This design comes from an exercise in tuning for small area on the open sky130 flow, not from production work. In this exercise RTL edits were held to simulation tests only and were not proved equivalent to the original. Power and IR drop assume default switching activity.

== run 1 ==
// k580vm80a
module k580vm80a
(
   input         pin_clk,        
   input         pin_f1,         
   input         pin_f2,         
   input         pin_reset,      
   output [15:0] pin_a,          
   output  [7:0] pin_dout,       
   input   [7:0] pin_din,        
   output        pin_aena,       
   output        pin_dena,       
   input         pin_hold,      
   output        pin_hlda,      
   input         pin_ready,     
   output        pin_wait,      
   input         pin_int,       
   output        pin_inte,      
   output        pin_sync,      
   output        pin_dbin,      
   output        pin_wr_n
);
Size: roughly 1000 cells after synthesis, about 47 I/O pins, ~10000 um^2 of cells after synthesis.
==> flow/config.mk <==
export PLATFORM = sky130hd
export DESIGN_NAME = k580vm80a
export DESIGN_NICKNAME = k580vm80a
export VERILOG_FILES = /design/flow/design.v
export SDC_FILE = /design/flow/constraint.sdc
export NUM_CORES = 4
export LEC_CHECK = 0
export ABC_AREA = 1
export CAP_MARGIN = 10
export CORE_MARGIN = 2
export CORE_UTILIZATION = 55
export CTS_BUF_LIST = sky130_fd_sc_hd__clkbuf_4
export CTS_CLUSTER_DIAMETER = 40
export CTS_CLUSTER_SIZE = 10
export GPL_TIMING_DRIVEN = 0
export SLEW_MARGIN = 10
==> flow/constraint.sdc <==
create_clock -name core_clock -period 8.0 [get_ports {pin_clk}]
set_input_delay 1.6000 -clock core_clock [delete_from_list [all_inputs] [get_ports {pin_clk}]]
set_output_delay 1.6000 -clock core_clock [all_outputs]
set_load 0.01 [all_outputs]
standard.sh (not shown) runs the stock make flow with config.mk's settings and CLKGATE_MAP_FILE= SYNTH_SCRIPT=/design/flow/synth_recipe.tcl, a recipe that flattens the netlist after the stock synthesis.
==> flow/flow/run.sh <==
#!/bin/bash
# The standard layout (standard.sh), with these changes:
#  - synthesis maps the logic with an area-oriented ABC script (flow/abc_area.script,
#    used in place of ORFS's abc_area.script; ABC does not touch the registers),
#    and leaves adders to ABC instead of extracting full/half-adder cells first;
#  - port buffers use the smallest buffer cell;
#  - clock tree synthesis inserts no dummy loads.
# The make output is in ./logs_flow/standard.log, each step's log under orfs/logs.
set -euo pipefail
here=$PWD
mkdir -p "$here/logs_flow"
rm -rf "$here/scripts_area"
cp -r "$FLOW_HOME/scripts" "$here/scripts_area"
cp "$here/flow/abc_area.script" "$here/scripts_area/abc_area.script"
bash "$here/standard.sh" SCRIPTS_DIR="$here/scripts_area" ADDER_MAP_FILE= \
     BUFFER_PORTS_ARGS="-buffer_cell sky130_fd_sc_hd__buf_1" \
     CTS_ARGS="-sink_clustering_enable -repair_clock_nets -sink_clustering_size 10 -sink_clustering_max_diameter 40 -buf_list sky130_fd_sc_hd__clkbuf_4 -dont_use_dummy_load" \
     finish > "$here/logs_flow/standard.log" 2>&1
==> flow/flow/abc_area.script <==
strash
ifraig
balance
rewrite
refactor
balance
rewrite
rewrite -z
balance
refactor -z
rewrite -z
balance
dc2
dch -f
amap -F 4 -A 8
strash
balance
rewrite
refactor
balance
rewrite
rewrite -z
balance
refactor -z
rewrite -z
balance
dch -f
amap -F 4 -A 8
strash
balance
rewrite
refactor
balance
rewrite
rewrite -z
balance
refactor -z
rewrite -z
balance
dch -f
amap -F 4 -A 8
topo
> inputs changed (run 1 -> run 3)
diff --git a/flow/design.v b/flow/design.v
--- a/flow/design.v
+++ b/flow/design.v
@@ -39,15 +39,16 @@
 wire           t1011;
 wire           ready_int;
 reg   [15:0]   r16_pc, r16_hl, r16_de, r16_bc, r16_sp, r16_wz, mxo;
 wire  [15:0]   mxi;
 wire           mxr0, mxr1, mxr2, mxr3, mxr4, mxr5;
 wire           mxwh, mxwl, mxrh, mxrl, mxw16, mxwadr;
 wire           dec16, inc16, iad16;
-reg            xchg_dh, t3144;
+reg            xchg_dh;
+wire           t3144;
 wire           t1460, t1467, t1513, t1514, t1519;
 wire           sy_inta, sy_wo_n, sy_hlta, sy_out, sy_m1, sy_inp, sy_memr;
 wire           thalt, twt2;
 reg            t1, t2, tw, t3, t4, t5;
 reg            twf1;
 wire           t1f1, t2f1, t3f1, t4f1, t5f1;
 reg            m1, m2, m3, m4, m5;
@@ -244,14 +245,15 @@
       assign mxc[gk+1] = mxc[gk] & (a[gk] ^ dec16);
       assign mxi[gk]   = a[gk] ^ mxc[gk];
    end
 endgenerate
 assign      inc16    = iad16 & ~dec16;
 assign      dec16    = iad16 & id05 & (t4f1 | t5f1 | m4f1 | m5f1);
 assign      iad16    = ~(id00 & (t4f1 | t5f1)) & (~minta | m5 | t3144);
+assign      t3144    = t4 | t5 | (m4 & (~id02 | (t3 & t3403)));
 assign      mxw16    = t3403;
 assign      mxwadr   = t3363 | (t4f1 & ~id_dad & ~id_hlt);
 assign      t1513    = (t4f1 & id07) | t3335;
 assign      t1514    = (t4f1 & id08) | t3361;
 assign      mxrh     = t2998 | (id08 & t4f1 & ~i03);
 assign      mxrl     = t3047 | (id08 & t4f1 & i03);
 assign      mxwh     = t2817 | (t2806 & ~i03);
@@ -262,15 +264,14 @@
 assign      mxr2     =  xchg_dh & (t1513 | t1514) & (i14 & ~i25)
                      | ~xchg_dh & (((t1513 | t1514) & (~i14 & i25)) | t1519);
 assign      mxr3     = (t1513 | t1514) & (~i14 & ~i25);
 assign      mxr4     = t1467 | (t1513 & i14 & i25);
 assign      mxr5     = ~(t1467 | t1513 | t1514 | t1519 | mxr0);
 always @ (posedge clk)
 begin
-      if (f1) t3144 <= t4 | t5 | (m4 & ~id02);
       xchg_dh <= (xchg_dh & ~reset) ^ (f2 & t2 & id_xchg);
 end
 always @ (*)
 case ({mxr0, mxr1, mxr2, mxr3, mxr4, mxr5})
    6'b100000:  mxo = r16_pc;
    6'b010000:  mxo = r16_hl;
    6'b001000:  mxo = r16_de;
Findings:
Run 1 → run 3: total wire length higher; power lower; global router's overall resource usage higher. Between run 3 and run 1, it is run 3 whose average detailed-routed wire length per instance is higher, by 0.29 um. From run 1 to run 3 the numbers moved as follows: internal cell power decreased about 0.9%; clock power decreased about 3%; clock share of power decreased 0.5 points; number of buffers added by the clock tree synthesis step decreased 1. Against run 1, total number of vias in run 3 came out worse. Run 3 closes out successfully: all stages finished, all timing, DRC and antenna checks passed. Run 1 finished every step from synthesis to the final layout, and the layout passed the timing, DRC and antenna checks.

==> separate check: timing with driven ports <==
The flow's constraints put no driver on any port. The routed layouts listed below were extracted and timed again, unchanged, in two steps. Step 1 (the two cells are an assumption about what drives the block):
set clk [get_ports {pin_clk}]
set_driving_cell -lib_cell sky130_fd_sc_hd__clkbuf_16 $clk
set_driving_cell -lib_cell sky130_fd_sc_hd__buf_2 [delete_from_list [all_inputs] $clk]
Step 2 adds t to the input delays and takes it off the output delays; t is the mean of the earliest and latest rising clock arrival at the registers after step 1. Input paths then give back, and output paths get back, about the clock's delay inside the block. a / b / c = no drivers / after step 1 / after step 2; a / b = the first two.
| run | shift t [ns] | setup slack, ns | worst setup path at the end |
|---|---|---|---|
| run 1 | 0.715 | 0.699 / 0.699 / 0.699 | register to register |
| run 3 | 0.706 | 0.502 / 0.502 / 0.502 | register to register |
After both steps setup and hold are still met in every run listed.
